Context: an optimization exercise on an open-source flow, tuned for small area, a short achievable clock period and few clock cycles per item. The choices shown serve that exercise and are no tape-out recipe. No run shown here included a check of the RTL's function; only the layout flow was run.

## flow/design.v (module list and top-level ports; edited modules follow where they fit)
// module mult_fa: 4 lines
// module mult_fac: 4 lines
// module mult_ha: 4 lines
// module mult_bsel: 3 lines
// module mult_bseln: 3 lines
// module mult_benc: 4 lines
// module mult_pre: 2169 lines
// module mult_post: 374 lines
// module mult_top: 39 lines
module mult_top (
    input  logic        clock,
    input  logic        reset,
    input  logic        in_valid,
    input  logic [31:0] in_rs1,
    input  logic [31:0] in_rs2,
    input  logic [5:0]  in_dest,
    input  logic [3:0]  in_bm,
    input  logic [2:0]  in_func,
    output logic        fu_free,
    input  logic [3:0]  b_mm_resolve,
    input  logic        b_mm_mispred,
    input  logic        cdb_gnt,
    output logic        out_valid,
    output logic [31:0] out_result,
    output logic [5:0]  out_dest
);
  // ...
==> flow/run.sh <==
#!/bin/bash
# synth_recipe.tcl (not shown) runs the flow's synth.tcl, then flattens the netlist and writes it again
# the make line also repeats each setting of config.mk as NAME=value (left out here)
make -C /OpenROAD-flow-scripts/flow DESIGN_CONFIG=/design/flow/config.mk WORK_HOME=/design/flow/orfs CLKGATE_MAP_FILE= SYNTH_SCRIPT=/design/flow/synth_recipe.tcl finish
==> flow/config.mk <==
export PLATFORM = sky130hd
export DESIGN_NAME = mult_top
export DESIGN_NICKNAME = mult_top
export VERILOG_FILES = /design/flow/design.v
export SDC_FILE = /design/flow/constraint.sdc
export NUM_CORES = 4
export LEC_CHECK = 0
export CAP_MARGIN = 20
export CORE_MARGIN = 2
export CORE_UTILIZATION = 40
export PLACE_DENSITY = 0.6
export SLEW_MARGIN = 20
export SYNTH_HIERARCHICAL = 1
export SYNTH_MINIMUM_KEEP_SIZE = 0
==> flow/constraint.sdc <==
create_clock -name core_clock -period 6.5 [get_ports {clock}]
set_input_delay 1.3000 -clock core_clock [delete_from_list [all_inputs] [get_ports {clock}]]
set_output_delay 1.3000 -clock core_clock [all_outputs]
set_load 0.01 [all_outputs]
==> flow_summary_export.csv, run 1 <==
group,metric,value,unit
status,outcome,"failed layout checks",
status,so_faults,"setup timing",
place,gp_congestion,0.910,
clocking,cts_setup_buffers,15,
global_route,met3_usage,4.06,%
worst_hold_path,min-delay-start,"bm_q[3]",
clocking,clk_path_buf_depth,3,
critical_path,r2r-start,"v_q",
timing,worst_slack,-0.0596,ns
global_route,busiest_layer,"met2",
yosys,yosysUniqueCellTypes,73,
timing,slew_viol_final,0,
global_route,grt_use_met1,37.1,%
finish,finalNonFillerCells,4176,
die,rows,108,
global_route,grt_use_met2,44.0,%
timing,setup_viol,1,
timing,hold_viol,0,
clocking,insertion_delay,0.59,ns
finish,final_common_cell,"xnor2_1",
critical_path,cp-start-kind,"flop",
critical_path,startpoint,"t_q[15]",
critical_path,cp_num_cells,17,
global_route,grt_pass1_wl,183000,um
finish,area_delta_synth_final,16.7,%
die,die_w,299,um
critical_path,timing.rr.end,"t_q[70]",
global_route,grt_util_all_layers,27.4,%
==> run 2: changes to the inputs <==
--- a/flow/config.mk
+++ b/flow/config.mk
@@ -7,8 +7,9 @@
 export LEC_CHECK = 0
 export CAP_MARGIN = 20
 export CORE_MARGIN = 2
-export CORE_UTILIZATION = 40
-export PLACE_DENSITY = 0.6
+export CORE_UTILIZATION = 65
+export PLACE_DENSITY = 0.75
+export SETUP_SLACK_MARGIN = 2.0
 export SLEW_MARGIN = 20
 export SYNTH_HIERARCHICAL = 1
 export SYNTH_MINIMUM_KEEP_SIZE = 0
==> run 2 against run 1 <==
The run now finishes clean. Critical endpoint is now out_result[26]. Highest routed layer is now met5. Die area is 38% lower. Critical path type unchanged.
==> flow_summary_export.csv, run 2 <==
group,metric,value,unit
status,outcome,"no timing/DRC/antenna violations",
worst_hold_path,min-delay-start,"bm_q[0]",
yosys,postSynthAreaPerCell,13.1,um^2
finish,area_delta_synth_final,21.4,%
die,rows,84,
critical_path,arrival,4.91,ns
yosys,yosysWarnings,7,
critical_path,cpMostUsedCell,"o21ai_2",
critical_path,critPathTopFamily,"compound AO/OA/AOI/OAI gates",
global_route,grt_util_all_layers,42.7,%
global_route,grt_max_degree,77,
global_route,grt_pass1_vias,28700,
yosys,synth_top_area_share,26.8,%
place,hpwl,83100,um
yosys,synth_common_cells,"xnor2_1, a22oi_2, fa_1",
yosys,ys_ff_latch,254,
die,start_util,65.9,%
worst_hold_path,holdCritPathClass,"flop to flop",
critical_path,ff2ff_path_depth,4,
timing,clock.fmax,0.161,GHz
critical_path,cp_max_fo,3,
place,dp_cells,3591,
detailed_routing,routed_wl,119000,um
finish,layout_common_cells,"a22oi_2, xnor2_1, fa_1",
detailed_routing,drt-initial-drc-count,2975,
yosys,ys.flop_type,"edfxtp_1",
yosys,yosysSeqAreaShare,21.8,%
clocking,cts_made_buffers,26,
die,fp.dieArea,55300,um^2
critical_path,cp.required,5.20,ns
critical_path,cp-start-kind,"flop",
clocking,path_clk_slew,0.06,ns
critical_path,startpoint,"t_q[83]",
timing,setup_viol,0,
timing,final.setup_skew,0.00993,ns
timing,final.min_clock_period,6.21,ns
place,io_buffers,124,
finish,finalNonFillerCells,3814,
clocking,root_buffer,"clkbuf_16",
finish,final_util,80.0,%
finish,seq_area,7580,um^2
clocking,ctsHoldBuffers,0,
critical_path,crit_slowest_cell,"fa_2",
finish,largestRegisters,"t_q (242), out_dest (6), bm_q (4)",
finish,final_common_cell,"a22oi_2",
place,gp_congestion,0.960,
global_route,grt_pass1_wl,177000,um
die,io_pins,126,
timing,slew_viol_final,0,
timing,hold_viol,0,
global_route,gr-total-overflow,0,
detailed_routing,vias,27000,
timing,rsz0062_at_grt,"yes",
detailed_routing,wl_per_cell,31.2,um
clocking,cts_tree,"yes",
finish,final_layout_size_suffix_gt1_share,42.5,%
critical_path,r2r-start,"v_q",
finish,multi_input_area,28900,um^2
finish,fin_nets,3780,
critical_path,cp_slowest_stage_delay,0.64,ns
timing,tns,0,ns
yosys,synth_edf_count,249,
clocking,clock_sinks,254,
worst_hold_path,holdPathStages,2,
detailed_routing,first_pass_iters,5,
yosys,netlist_top_cells_area,"fa_1, edfxtp_1, a22oi_2",
critical_path,crit_chain,"fa_2, fa_1, ha_4, nand2_4, nor2_4, nand3_2, o211ai_1, a221oi_4, a2111oi_4, o21ai_2, buf_4, o41a_1, o21ai_2, xnor2_2, mux2i_1, buf_2",
timing,final.period_utilization,95.5,%
critical_path,cp_num_buf_inv,2,
yosys,synthCells,2662,
die,die_h,235,um
critical_path,crit_type,"flop to output port",
die,die_w,235,um
global_route,antenna_found_initial,8,
clocking,clk_path_buf_depth,3,
yosys,synthArstFlopShare,0,%
timing,slew_headroom,31.7,%
critical_path,cp-end-kind,"output port",
clocking,insertion_delay,0.56,ns
finish,largest_reg_flops,242,
finish,fill_cells,3127,
die,coreArea,52800,um^2
timing,worst-slew-pin-transition,1.02,ns
detailed_routing,vias_per_cell,7.08,
yosys,synth_area_leader_cell,"fa_1",
finish,largest_register,"t_q",
flow_run,max-cap-violations,0,
critical_path,cp_num_cells,16,
yosys,synth_area,34800,um^2
yosys,yosysUniqueCellTypes,73,
detailed_routing,drc,0,
yosys,yosysMostFrequentCell,"xnor2_1",
clocking,h-tree-depth,1,
detailed_routing,final_antenna_net_count,0,
[run 2: timing repair]
action / in CTS / in global routing
endpoints found under the hold margin: 0 / 0
gates resized for setup: 241 / 115
buffers inserted: 131 / 42
pin swaps: 97 / 86
setup endpoints to repair: 173 / 53
[run 2: kinds of logic (layout without fill, tap and decap cells)]
| group | after synthesis | in the layout | synth area share (%) |
|---|---|---|---|
| adders and majority gates | 590 | 590 | 31.3 |
| xor gates and xnor gates | 651 | 651 | 16.4 |
| muxes | 13 | 13 | 0.392 |
| AOI/OAI and AO/OA | 834 | 834 | 25.8 |
| other | 1 | 24 | 0.0108 |
| and+or+nand+nor | 211 | 211 | 3.02 |
| DFF | 254 | 254 | 21.8 |
| buffers and inverters | 108 | 549 | 1.23 |
[run 2: worst paths after layout]
check / slack (ns) / to
worst max-delay path: 0.29 / out_result[26]
worst min-delay path: 0.51 / bm_q[0]
worst max register to register: 3.77 / t_q[79]
worst min register to register: 0.51 / bm_q[0]
[run 2: metal layers]
layer / vias up / global-route usage [%] / part of all wire (%)
li1: 10800 / - / -
met1: 13700 / 56.6 / 38
met2: 2089 / 65.6 / 45
met3: 457 / 11.6 / 12
met4: 4 / 20.2 / 4.9
met5: - / 0 / 0.019
[run 2: final cells by class]
type                            instances  area share, %
Clock inverter                         17          0.380
Multi-Input combinational cell       2319           68.5
Timing Repair Buffer                  420           8.75
Antenna cell                            4         0.0237
Tap cell                              688           2.04
Clock buffer                           29           1.62
Inverter                               83          0.756
Sequential cell                       254           18.0
[run 2: worst min-delay path, stage by stage, from the launching register on]
cell	delay [ns]
dfxtp_1	0.32
nand2b_1	0.06
o21ai_0	0.07
[run 2: per-stage QoR]
| stage | hold slack [ns] | setup WS (ns) | area, um^2 |
|---|---|---|---|
| 5_1_grt | 0.533 | 0.164 | 42200 |
| 2_1_floorplan | 0.459 | 1.22 | 36100 |
| 4_1_cts | 0.509 | 0.187 | 41400 |
| 3_5_place_dp | 0.498 | 0.296 | 38700 |
| 6_report | 0.508 | 0.294 | 42200 |
| 3_3_place_gp | 0.471 | 0.339 | 38700 |
[run 2: modules after synthesis (local to each module, per instance), excerpt]
module / area (um^2) / times used / cells inside / flops+latches
mult_fac: 27.5 / 16 / 5 / 0
mult_post: 3870 / 1 / 568 / 0
mult_pre: 58.8 / 1 / 8 / 0
mult_fa: 20.0 / 465 / 1 / 0
mult_bsel: 21.3 / 560 / 2 / 0
mult_top: 7710 / 1 / 275 / 254
mult_benc: 31.3 / 17 / 4 / 0
mult_bseln: 21.3 / 16 / 2 / 0
==> run 3: changes to the inputs <==
--- a/flow/config.mk
+++ b/flow/config.mk
@@ -5,6 +5,7 @@
 export SDC_FILE = /design/flow/constraint.sdc
 export NUM_CORES = 4
 export LEC_CHECK = 0
+export ABC_CLOCK_PERIOD_IN_PS = 3000
 export CAP_MARGIN = 20
 export CORE_MARGIN = 2
 export CORE_UTILIZATION = 65
==> run 3 against run 2 <==
Synthesized cell count did not move. Sequential share of layout area did not move. Utilization did not move. Clock skew did not move. Critical path depth did not move. First-iteration DRC count did not move. Area after synthesis did not move.
==> flow_summary_export.csv, run 3 <==
group,metric,value,unit
detailed_routing,wl_per_cell,31.2,um
die,coreArea,52800,um^2
critical_path,ff2ff_path_depth,4,
detailed_routing,drt-initial-drc-count,2975,
critical_path,cp-end-kind,"output port",
timing,hold_ws,0.508,ns
finish,final_layout_size_suffix_gt1_share,42.5,%
global_route,grt_util_all_layers,42.7,%
yosys,synth_common_cells,"xnor2_1, a22oi_2, fa_1",
global_route,gr-total-overflow,0,
finish,final_util,80.0,%
timing,final.setup_skew,0.00993,ns
timing,final.period_utilization,95.5,%
clocking,cts_tree,"yes",
critical_path,startpoint,"t_q[83]",
yosys,ys_ff_latch,254,
clocking,root_buffer,"clkbuf_16",
timing,hold_viol,0,
timing,slew_headroom,31.7,%
die,die_h,235,um
detailed_routing,final_antenna_net_count,0,
finish,fin_nets,3780,
yosys,yosysUniqueCellTypes,73,
yosys,synthArstFlopShare,0,%
worst_hold_path,holdCritPathClass,"flop to flop",
clocking,insertion_delay,0.56,ns
detailed_routing,vias_per_cell,7.08,
yosys,synth_top_area_share,26.8,%
critical_path,arrival,4.91,ns
clocking,h-tree-depth,1,
timing,slew_viol_final,0,
yosys,ys.flop_type,"edfxtp_1",
yosys,synthCells,2662,
timing,setup_viol,0,
critical_path,cp-start-kind,"flop",
yosys,yosysWarnings,7,
yosys,synth_edf_count,249,
critical_path,timing.rr.end,"t_q[79]",
finish,largest_reg_flops,242,
place,dp_slack,0.296,ns
clocking,path_clk_slew,0.06,ns
die,die_w,235,um
clocking,ctsHoldBuffers,0,
yosys,synth_area,34800,um^2
timing,worst_slack,0.294,ns
critical_path,crit_type,"flop to output port",
timing,final.min_clock_period,6.21,ns
clocking,clk_path_buf_depth,3,
critical_path,cp.required,5.20,ns
critical_path,r2r-start,"v_q",
finish,largest_register,"t_q",
clocking,cts_made_buffers,26,
timing,rsz0062_at_grt,"yes",
critical_path,regToRegSetupSlack,3.77,ns
global_route,antenna_found_initial,8,
die,start_util,65.9,%
finish,area_delta_synth_final,21.4,%
place,hpwl,83100,um
flow_run,max-cap-violations,0,
global_route,grt_pass1_wl,177000,um
place,gp_congestion,0.960,
status,outcome,"no timing/DRC/antenna violations",
critical_path,cp_max_fo,3,
finish,layout_common_cells,"a22oi_2, xnor2_1, fa_1",
die,io_pins,126,
timing,tns,0,ns
detailed_routing,drc,0,
die,rows,84,
global_route,grt_max_degree,77,
detailed_routing,first_pass_iters,5,
timing,clock.fmax,0.161,GHz
finish,largestRegisters,"t_q (242), out_dest (6), bm_q (4)",
critical_path,crit_path_end,"out_result[26]",
detailed_routing,vias,27000,
yosys,synth_area_leader_cell,"fa_1",
die,fp.dieArea,55300,um^2
yosys,netlist_top_cells_area,"fa_1, edfxtp_1, a22oi_2",
finish,final_common_cell,"a22oi_2",
detailed_routing,routed_wl,119000,um
yosys,yosysSeqAreaShare,21.8,%
yosys,postSynthAreaPerCell,13.1,um^2
yosys,yosysMostFrequentCell,"xnor2_1",
place,io_buffers,124,
clocking,clock_sinks,254,
global_route,grt_pass1_vias,28700,
timing,worst-slew-pin-transition,1.02,ns
run 3: critical path, cell delays in order (launching register included):
cell and delay, ns:
edfxtp_1 0.42, fa_2 0.64, fa_1 0.47, ha_4 0.32, nand2_4 0.06, nor2_4 0.13
nand3_2 0.09, o211ai_1 0.38, a221oi_4 0.13, a2111oi_4 0.46, o21ai_2 0.11, buf_4 0.15
o41a_1 0.36, o21ai_2 0.18, xnor2_2 0.15, mux2i_1 0.11, buf_2 0.18
run 3: repair_timing:
| item | 4_1_cts | 5_1_grt |
|---|---|---|
| gates resized for setup | 241 | 115 |
| hold endpoints to repair | 0 | 0 |
| setup buffers | 131 | 42 |
| gates cloned | 0 | 0 |
| endpoints found under the setup margin | 173 | 53 |
| pin swaps | 97 | 86 |
run 3: logic make-up (layout without fill, tap and decap cells):
| kind of cell | after synthesis | in the layout | share of synthesized area [%] |
|---|---|---|---|
| AOI/OAI and AO/OA | 834 | 834 | 25.8 |
| muxes | 13 | 13 | 0.392 |
| other | 1 | 24 | 0.0108 |
| buffers and inverters | 108 | 549 | 1.23 |
| adders and majority gates | 590 | 590 | 31.3 |
| DFF | 254 | 254 | 21.8 |
| xor gates and xnor gates | 651 | 651 | 16.4 |
| and+or+nand+nor | 211 | 211 | 3.02 |
run 3: worst min-delay path by stage:
stage,start,endpoint,cells past startpoint
finish,bm_q[0],bm_q[0],2
global route,bm_q[3],bm_q[3],2
CTS,bm_q[0],bm_q[0],2
detailed placement,bm_q[0],bm_q[0],2
floorplan,bm_q[3],bm_q[3],2
global placement,bm_q[3],bm_q[3],2
run 3: metal layers:
metal  part of all wire [%]  up-vias  track usage, %
met2                     45     2089            65.6
met4                    4.9        4            20.2
li1                       -    10800               -
met1                     38    13700            56.6
met5                  0.019        -               0
met3                     12      457            11.6
run 3: per-module statistics from Yosys, one instance, submodules excluded, excerpt:
module	times used	cell area [um^2]
mult_bseln	16	21.3
mult_fa	465	20.0
mult_fac	16	27.5
mult_ha	46	12.5
mult_pre	1	58.8
mult_top	1	7710
run 3: final cells by class:
| class | instances | area (um^2) |
|---|---|---|
| flip-flops and latches | 254 | 7580 |
| fillers | 3127 | 10600 |
| repair buffers | 420 | 3690 |
| clock inverters | 17 | 160 |
| well taps | 688 | 861 |
| diodes | 4 | 10.0 |
| multi-input cells | 2319 | 28900 |
| inverters | 83 | 319 |
| clock buffers | 29 | 683 |
run 3: stage by stage:
stage	cell area, um^2	instances
6_report	42200	3814
5_1_grt	42200	3813
4_1_cts	41400	3768
3_5_place_dp	38700	3591
3_3_place_gp	38700	3591
2_1_floorplan	36100	2681

## port drivers added, routing unchanged
No port has a modelled driver above. Below, the same layouts with a new extraction and two added sets of constraints. Step 1 (the two cells are an assumption about what drives the block):
set clk [get_ports {clock}]
set_driving_cell -lib_cell sky130_fd_sc_hd__clkbuf_16 $clk
set_driving_cell -lib_cell sky130_fd_sc_hd__buf_2 [delete_from_list [all_inputs] $clk]
Step 2, shift: input delay + t, output delay - t, t = (earliest + latest rising clock arrival at the registers) / 2. This alone moves slack from input paths to output paths. a / b / c = ideal ports / drivers / drivers and shift; a / b = the first two.
| run | shift t [ns] | slack for setup (ns) | slew at the worst register clock pin (ns) | worst data-port slew with drivers (ns) | cell pins on the clock port's net |
|---|---|---|---|---|---|
| run 1 | 0.635 | -0.060 / -0.118 / 0.517 | 0.07 / 0.07 | 0.18 | 1 |
| run 2 | 0.617 | 0.294 / 0.228 / 0.845 | 0.07 / 0.07 | 0.14 | 1 |
| run 3 | 0.617 | 0.294 / 0.228 / 0.845 | 0.07 / 0.07 | 0.14 | 1 |
